From an optimization exercise on the open Yosys and OpenROAD flow, aimed at small area, a short achievable clock period and few clock cycles; shortcuts taken in it are not production practice. The RTL was checked by simulation tests, not by an equivalence proof against the original design.

Setup of run A:
## SNN
module SNN(
	clk,
	rst_n,
	in_valid,
	img,
	ker,
	weight,
	out_valid,
	out_data
);
Size in the first run: ~38 I/O pins.
clock: 15.0 ns
lec_check: 0
cap_margin: 50
core_margin: 2
core_utilization: 60
cts_buf_list: sky130_fd_sc_hd__clkbuf_16
cts_cluster_diameter: 70
cts_cluster_size: 32
slew_margin: 70
standard.sh (not shown) runs the stock make flow with config.mk's settings and CLKGATE_MAP_FILE= SYNTH_SCRIPT=/design/flow/synth_recipe.tcl, a recipe that flattens the netlist after the stock synthesis.
==> flow/flow/run.sh <==
#!/bin/bash
# The standard layout with one netlist pass between synthesis and floorplan:
# flow/invopt.py folds away the inverters that Yosys's full-adder extraction
# leaves between full adder cells (a full adder is self-dual, so adders are
# flipped to need fewer inverters, and simple gates swapped for their
# complementary cells). Registers and all other cells are kept.
# Each tool writes its full output to its own log in this folder.
set -euo pipefail
R=orfs/results/${FLOW_PLATFORM}/SNN/base
bash standard.sh synth > synth.log 2>&1
cp "$R/1_2_yosys.v" 1_2_yosys.before_invopt.v
python3 flow/invopt.py "$R/1_2_yosys.v" > invopt.log 2>&1
rm -f "$R/1_synth.odb" "$R/1_synth.sdc"
# repair aims at a setup slack of 10 ns (the clock period is unchanged)
bash standard.sh finish SETUP_SLACK_MARGIN=10 > layout.log 2>&1
Other scripts of this flow, unchanged in this note and not shown: flow/flow/invopt.py
Run A completed; timing, DRC and antenna clean
Testbench counts of run A, summed over its fixed seeds: cycles 24,968.
Inputs modified between run A and run B:
- swapping 70 for 60 in CTS_CLUSTER_DIAMETER
- swapping 32 for 24 in CTS_CLUSTER_SIZE
Results
Changes observed in run B relative to run A: routed wire length went up by 360 µm; placeable core region was more or less identical. Between run A and run B, the flow reports cell area after layout increasing slightly. Via count of the first global-routing pass in run B is 0.35% above run A. Diff run B..run A | number of nets at the end of the flow | negligible. Taking run A as the reference point, the final worst-path setup slack of run B rises by 0.021 ns. Between run A and run B, the cell count went up.
### run B -> run C
diff --git a/flow/flow/run.sh b/flow/flow/run.sh
--- a/flow/flow/run.sh
+++ b/flow/flow/run.sh
@@ -14,2 +14,2 @@
 # repair aims at a setup slack of 10 ns (the clock period is unchanged)
-bash standard.sh finish SETUP_SLACK_MARGIN=10 > layout.log 2>&1
+bash standard.sh > layout.log 2>&1
--- outcome ---
Of the two values seen for uppermost layer routed, met5 was produced by run C and met4 by run B. Wire length: run C lower than run B. Relative to run B, run C improves max-slew headroom at the worst pin. Run B -> run C: final area decreased slightly. Delta (run C minus run B): post-layout worst setup margin decreased by 0.29 ns relative to the old numbers, time the worst path needs with I/O delays and setup saw an increase, data-path buffer share of cell area in the final layout has decreased, final setup skew has remained practically unchanged, clock-cell share of area saw a decrease.
### run C -> run D
diff --git a/flow/flow/run.sh b/flow/flow/run.sh
--- a/flow/flow/run.sh
+++ b/flow/flow/run.sh
@@ -13,3 +13,2 @@
 rm -f "$R/1_synth.odb" "$R/1_synth.sdc"
-# repair aims at a setup slack of 10 ns (the clock period is unchanged)
 bash standard.sh > layout.log 2>&1
==> comparison <==
Re total die area: no difference whatsoever between run C and run D.
Final cycle utilization of the critical path came out exactly the same in run C and run D.
Area overhead of the layout relative to synthesis: run C vs run D identical
As far as routed wire length goes, run D and run C are indistinguishable; the numbers are identical.
Re HPWL reported at the end of detailed placement: no difference whatsoever between run D and run C.
Global-route usage: run C vs run D — no meaningful difference
From run C to run D the numbers moved as follows: number of nets still failing antenna checks after routing closely matched the old numbers; final core utilization closely matched the old numbers; post-route non-filler standard cell count closely matched the old numbers; ratio of cells with drive above 1 in the final layout closely matched the old numbers.

SNN, a different RTL version from the one above (not shown whole).
Size: ~3,000 cells after synthesis, roughly 37,000 um^2 of cells after synthesis.
export LEC_CHECK = 0
export CAP_MARGIN = 50
export CORE_MARGIN = 2
export CORE_UTILIZATION = 40
export SLEW_MARGIN = 70
create_clock -name core_clock -period 15.0 [get_ports {clk}]
==> flow/flow/run.sh <==
#!/bin/bash
# The standard layout with one netlist pass between synthesis and floorplan:
# flow/invopt.py folds away the inverters that Yosys's full-adder extraction
# leaves between full adder cells (a full adder is self-dual, so adders are
# flipped to need fewer inverters). Registers and all other cells are kept.
# Each tool writes its full output to its own log in this folder.
set -euo pipefail
R=orfs/results/${FLOW_PLATFORM}/SNN/base
bash standard.sh synth > synth.log 2>&1
cp "$R/1_2_yosys.v" 1_2_yosys.before_invopt.v
python3 flow/invopt.py "$R/1_2_yosys.v" > invopt.log 2>&1
rm -f "$R/1_synth.odb" "$R/1_synth.sdc"
# repair aims at a setup slack of 10 ns (the clock period is unchanged)
bash standard.sh finish SETUP_SLACK_MARGIN=10 > layout.log 2>&1
Other scripts of this flow, unchanged in this note and not shown: flow/flow/invopt.py
Testbench counts at the start, summed over its fixed seeds: cycles 24,648.
Then changed:
--- a/flow/flow/run.sh
+++ b/flow/flow/run.sh
@@ -12,3 +12,2 @@
 rm -f "$R/1_synth.odb" "$R/1_synth.sdc"
-# repair aims at a setup slack of 10 ns (the clock period is unchanged)
-bash standard.sh finish SETUP_SLACK_MARGIN=10 > layout.log 2>&1
+bash standard.sh > layout.log 2>&1
--- a/flow/config.mk
+++ b/flow/config.mk
@@ -7,5 +7,5 @@
 export LEC_CHECK = 0
-export CAP_MARGIN = 50
+export CAP_MARGIN = 20
 export CORE_MARGIN = 2
 export CORE_UTILIZATION = 40
-export SLEW_MARGIN = 70
+export SLEW_MARGIN = 20
- The new run finished with timing, DRC and antenna clean
- wire length fell by 2.0%
- hold slack loses 0.0063 ns
- global-route usage fell by 0.37 points
- core utilization fell by 1.3 points
- clock skew rose by 0.0083 ns
- sequential share of layout area rose by 0.50 points

RTL: one of the versions met above, not the one the previous note started from.
Size in the first run: roughly 2800 cells after synthesis, about 0.034 mm² of cells after synthesis.
==> flow/design.v (excerpt) <==
module SNN(
	clk,
	rst_n,
	in_valid,
	img,
	ker,
	weight,
	out_valid,
	out_data
);
clock: 15.0 ns
lec_check: 0
cap_margin: 50
core_margin: 2
core_utilization: 60
cts_buf_list: sky130_fd_sc_hd__clkbuf_16
cts_cluster_diameter: 60
cts_cluster_size: 24
slew_margin: 70
tns_end_percent: 50
==> flow/flow/run.sh <==
#!/bin/bash
# The standard layout with one netlist pass between synthesis and floorplan:
# flow/invopt.py folds away the inverters that Yosys's full-adder extraction
# leaves between full adder cells (a full adder is self-dual, so adders are
# flipped to need fewer inverters, and simple gates swapped for their
# complementary cells). Registers and all other cells are kept.
# Each tool writes its full output to its own log in this folder.
set -euo pipefail
R=orfs/results/${FLOW_PLATFORM}/SNN/base
bash standard.sh synth > synth.log 2>&1
cp "$R/1_2_yosys.v" 1_2_yosys.before_invopt.v
python3 flow/invopt.py "$R/1_2_yosys.v" > invopt.log 2>&1
rm -f "$R/1_synth.odb" "$R/1_synth.sdc"
# repair aims at a setup slack of 10 ns (the clock period is unchanged)
bash standard.sh finish SETUP_SLACK_MARGIN=10 > layout.log 2>&1
Other scripts of this flow, unchanged in this note and not shown: flow/flow/invopt.py
Testbench counts at the start, summed over its fixed seeds: cycles 24,968.
Then changed:
Settings changed: TNS_END_PERCENT 50 to 20.
Synthesized cell count does not change.
Worst hold slack hardly moves.
Clock-buffer cell count stays the same.
Non-clock buffer count is unchanged.

RTL: one of the versions met above, not the one the previous note started from.
Size in the first run: ~2,800 cells after synthesis, about 38 I/O pins, ~37,000 sq um of cells after synthesis.
clock: 15.0 ns
lec_check: 0
cap_margin: 50
core_margin: 2
core_utilization: 40
slew_margin: 70
==> flow/flow/run.sh <==
#!/bin/bash
# The standard layout with one netlist pass between synthesis and floorplan:
# flow/invopt.py folds away the inverters that Yosys's full-adder extraction
# leaves between full adder cells (a full adder is self-dual, so adders are
# flipped to need fewer inverters). Registers and all other cells are kept.
# Each tool writes its full output to its own log in this folder.
set -euo pipefail
R=orfs/results/${FLOW_PLATFORM}/SNN/base
bash standard.sh synth > synth.log 2>&1
cp "$R/1_2_yosys.v" 1_2_yosys.before_invopt.v
python3 flow/invopt.py "$R/1_2_yosys.v" > invopt.log 2>&1
rm -f "$R/1_synth.odb" "$R/1_synth.sdc"
# repair aims at a setup slack of 10.5 ns (the clock period is unchanged)
bash standard.sh finish SETUP_SLACK_MARGIN=10.5 > layout.log 2>&1
Other scripts of this flow, unchanged in this note and not shown: flow/flow/invopt.py
Testbench counts at the start, summed over its fixed seeds: cycles 24,648.
Rerun with:
--- a/flow/flow/run.sh
+++ b/flow/flow/run.sh
@@ -12,3 +12,3 @@
 rm -f "$R/1_synth.odb" "$R/1_synth.sdc"
-# repair aims at a setup slack of 10.5 ns (the clock period is unchanged)
-bash standard.sh finish SETUP_SLACK_MARGIN=10.5 > layout.log 2>&1
+# repair aims at a setup slack of 10 ns (the clock period is unchanged)
+bash standard.sh finish SETUP_SLACK_MARGIN=10 > layout.log 2>&1
--- a/flow/config.mk
+++ b/flow/config.mk
@@ -9,3 +9,4 @@
 export CORE_MARGIN = 2
-export CORE_UTILIZATION = 40
+export CORE_UTILIZATION = 60
+export CTS_BUF_LIST = sky130_fd_sc_hd__clkbuf_8
 export SLEW_MARGIN = 70
Worst hold slack hardly moves.
Final area is lower by 4.0%.
Area after synthesis does not change.
Via count decreases by 0.40%.
Rerun with:
--- a/flow/config.mk
+++ b/flow/config.mk
@@ -10,3 +10,5 @@
 export CORE_UTILIZATION = 60
-export CTS_BUF_LIST = sky130_fd_sc_hd__clkbuf_8
+export CTS_BUF_LIST = sky130_fd_sc_hd__clkbuf_16
+export CTS_CLUSTER_DIAMETER = 70
+export CTS_CLUSTER_SIZE = 32
 export SLEW_MARGIN = 70
Result: Final cell count drops by 2.2%. Routed wire length drops by 1.2%. Setup slack improves by 0.0076 ns. Register-to-register slack hardly moves. Synthesized cell count is unchanged. Die area is unchanged. Core utilization drops by 0.64 points. Maximum frequency stays flat. First-iteration DRC count drops by about 3%.
Rerun with:
--- a/flow/config.mk
+++ b/flow/config.mk
@@ -10,5 +10,2 @@
 export CORE_UTILIZATION = 60
-export CTS_BUF_LIST = sky130_fd_sc_hd__clkbuf_16
-export CTS_CLUSTER_DIAMETER = 70
-export CTS_CLUSTER_SIZE = 32
 export SLEW_MARGIN = 70
After rerunning:
- worst setup slack loses 0.035 ns
- die area does not change
- count of clock-buffer cells in the layout is higher by 40
- global-route usage is higher by 0.22 points
- clock skew is higher by 0.017 ns
- first-iteration DRC count is lower by about 2.6%
Rerun with:
--- a/flow/config.mk
+++ b/flow/config.mk
@@ -10,2 +10,5 @@
 export CORE_UTILIZATION = 60
+export CTS_BUF_LIST = sky130_fd_sc_hd__clkbuf_16
+export CTS_CLUSTER_DIAMETER = 60
+export CTS_CLUSTER_SIZE = 24
 export SLEW_MARGIN = 70
What happened:
- clock skew came out lower by 0.0055 ns
- critical path depth decreases by 1
- sequential share of layout area increases by 0.17 points
- sequential cell count does not change
- synthesized area stays the same
- register-to-register slack gains 0.04 ns
- routed wire length is lower by 0.63%
- global-route usage is lower by 0.32 points
- hold slack is worse by 0.0040 ns

port drivers added, routing unchanged:
The flow's constraints put no driver on any port. The routed layouts listed below were extracted and timed again, unchanged, in two steps. Step 1 sets driving cells, clkbuf_16 on the clock port and buf_2 on the other inputs (assumed; they add their load-dependent delay and slew). Step 2 moves the port delays by t, midway between the first and last clock arrival at a register: inputs arrive t later, outputs are due t later. That takes back most of the time a late clock gives input paths. Slacks: ideal ports / drivers / drivers and shift; pairs: ideal ports / drivers.
run	t (ns)	setup slack, ns	worst setup path after step 2	cell pins on the clock port's net
run A	0.630	10.097 / 10.097 / 10.097	register to register	1
run B	0.658	10.118 / 10.118 / 10.118	register to register	1
run C	0.652	9.825 / 9.825 / 9.825	register to register	1
run D	0.652	9.825 / 9.825 / 9.825	register to register	1
the first run of note 2	0.678	10.089 / 10.089 / 10.089	register to register	1
the second run of note 2	0.725	9.349 / 9.349 / 9.349	register to register	1
the first run of note 3	0.658	10.118 / 10.118 / 10.118	register to register	1
the second run of note 3	0.661	10.116 / 10.116 / 10.116	register to register	1
the first run of note 4	0.703	10.099 / 10.099 / 10.099	register to register	1
the second run of note 4	0.750	10.050 / 10.050 / 10.050	register to register	1
the third run of note 4	0.659	10.058 / 10.058 / 10.058	register to register	1
the fourth run of note 4	0.694	10.023 / 10.023 / 10.023	register to register	1
the fifth run of note 4	0.680	10.058 / 10.058 / 10.058	register to register	1
After both steps every run listed still meets setup and hold.
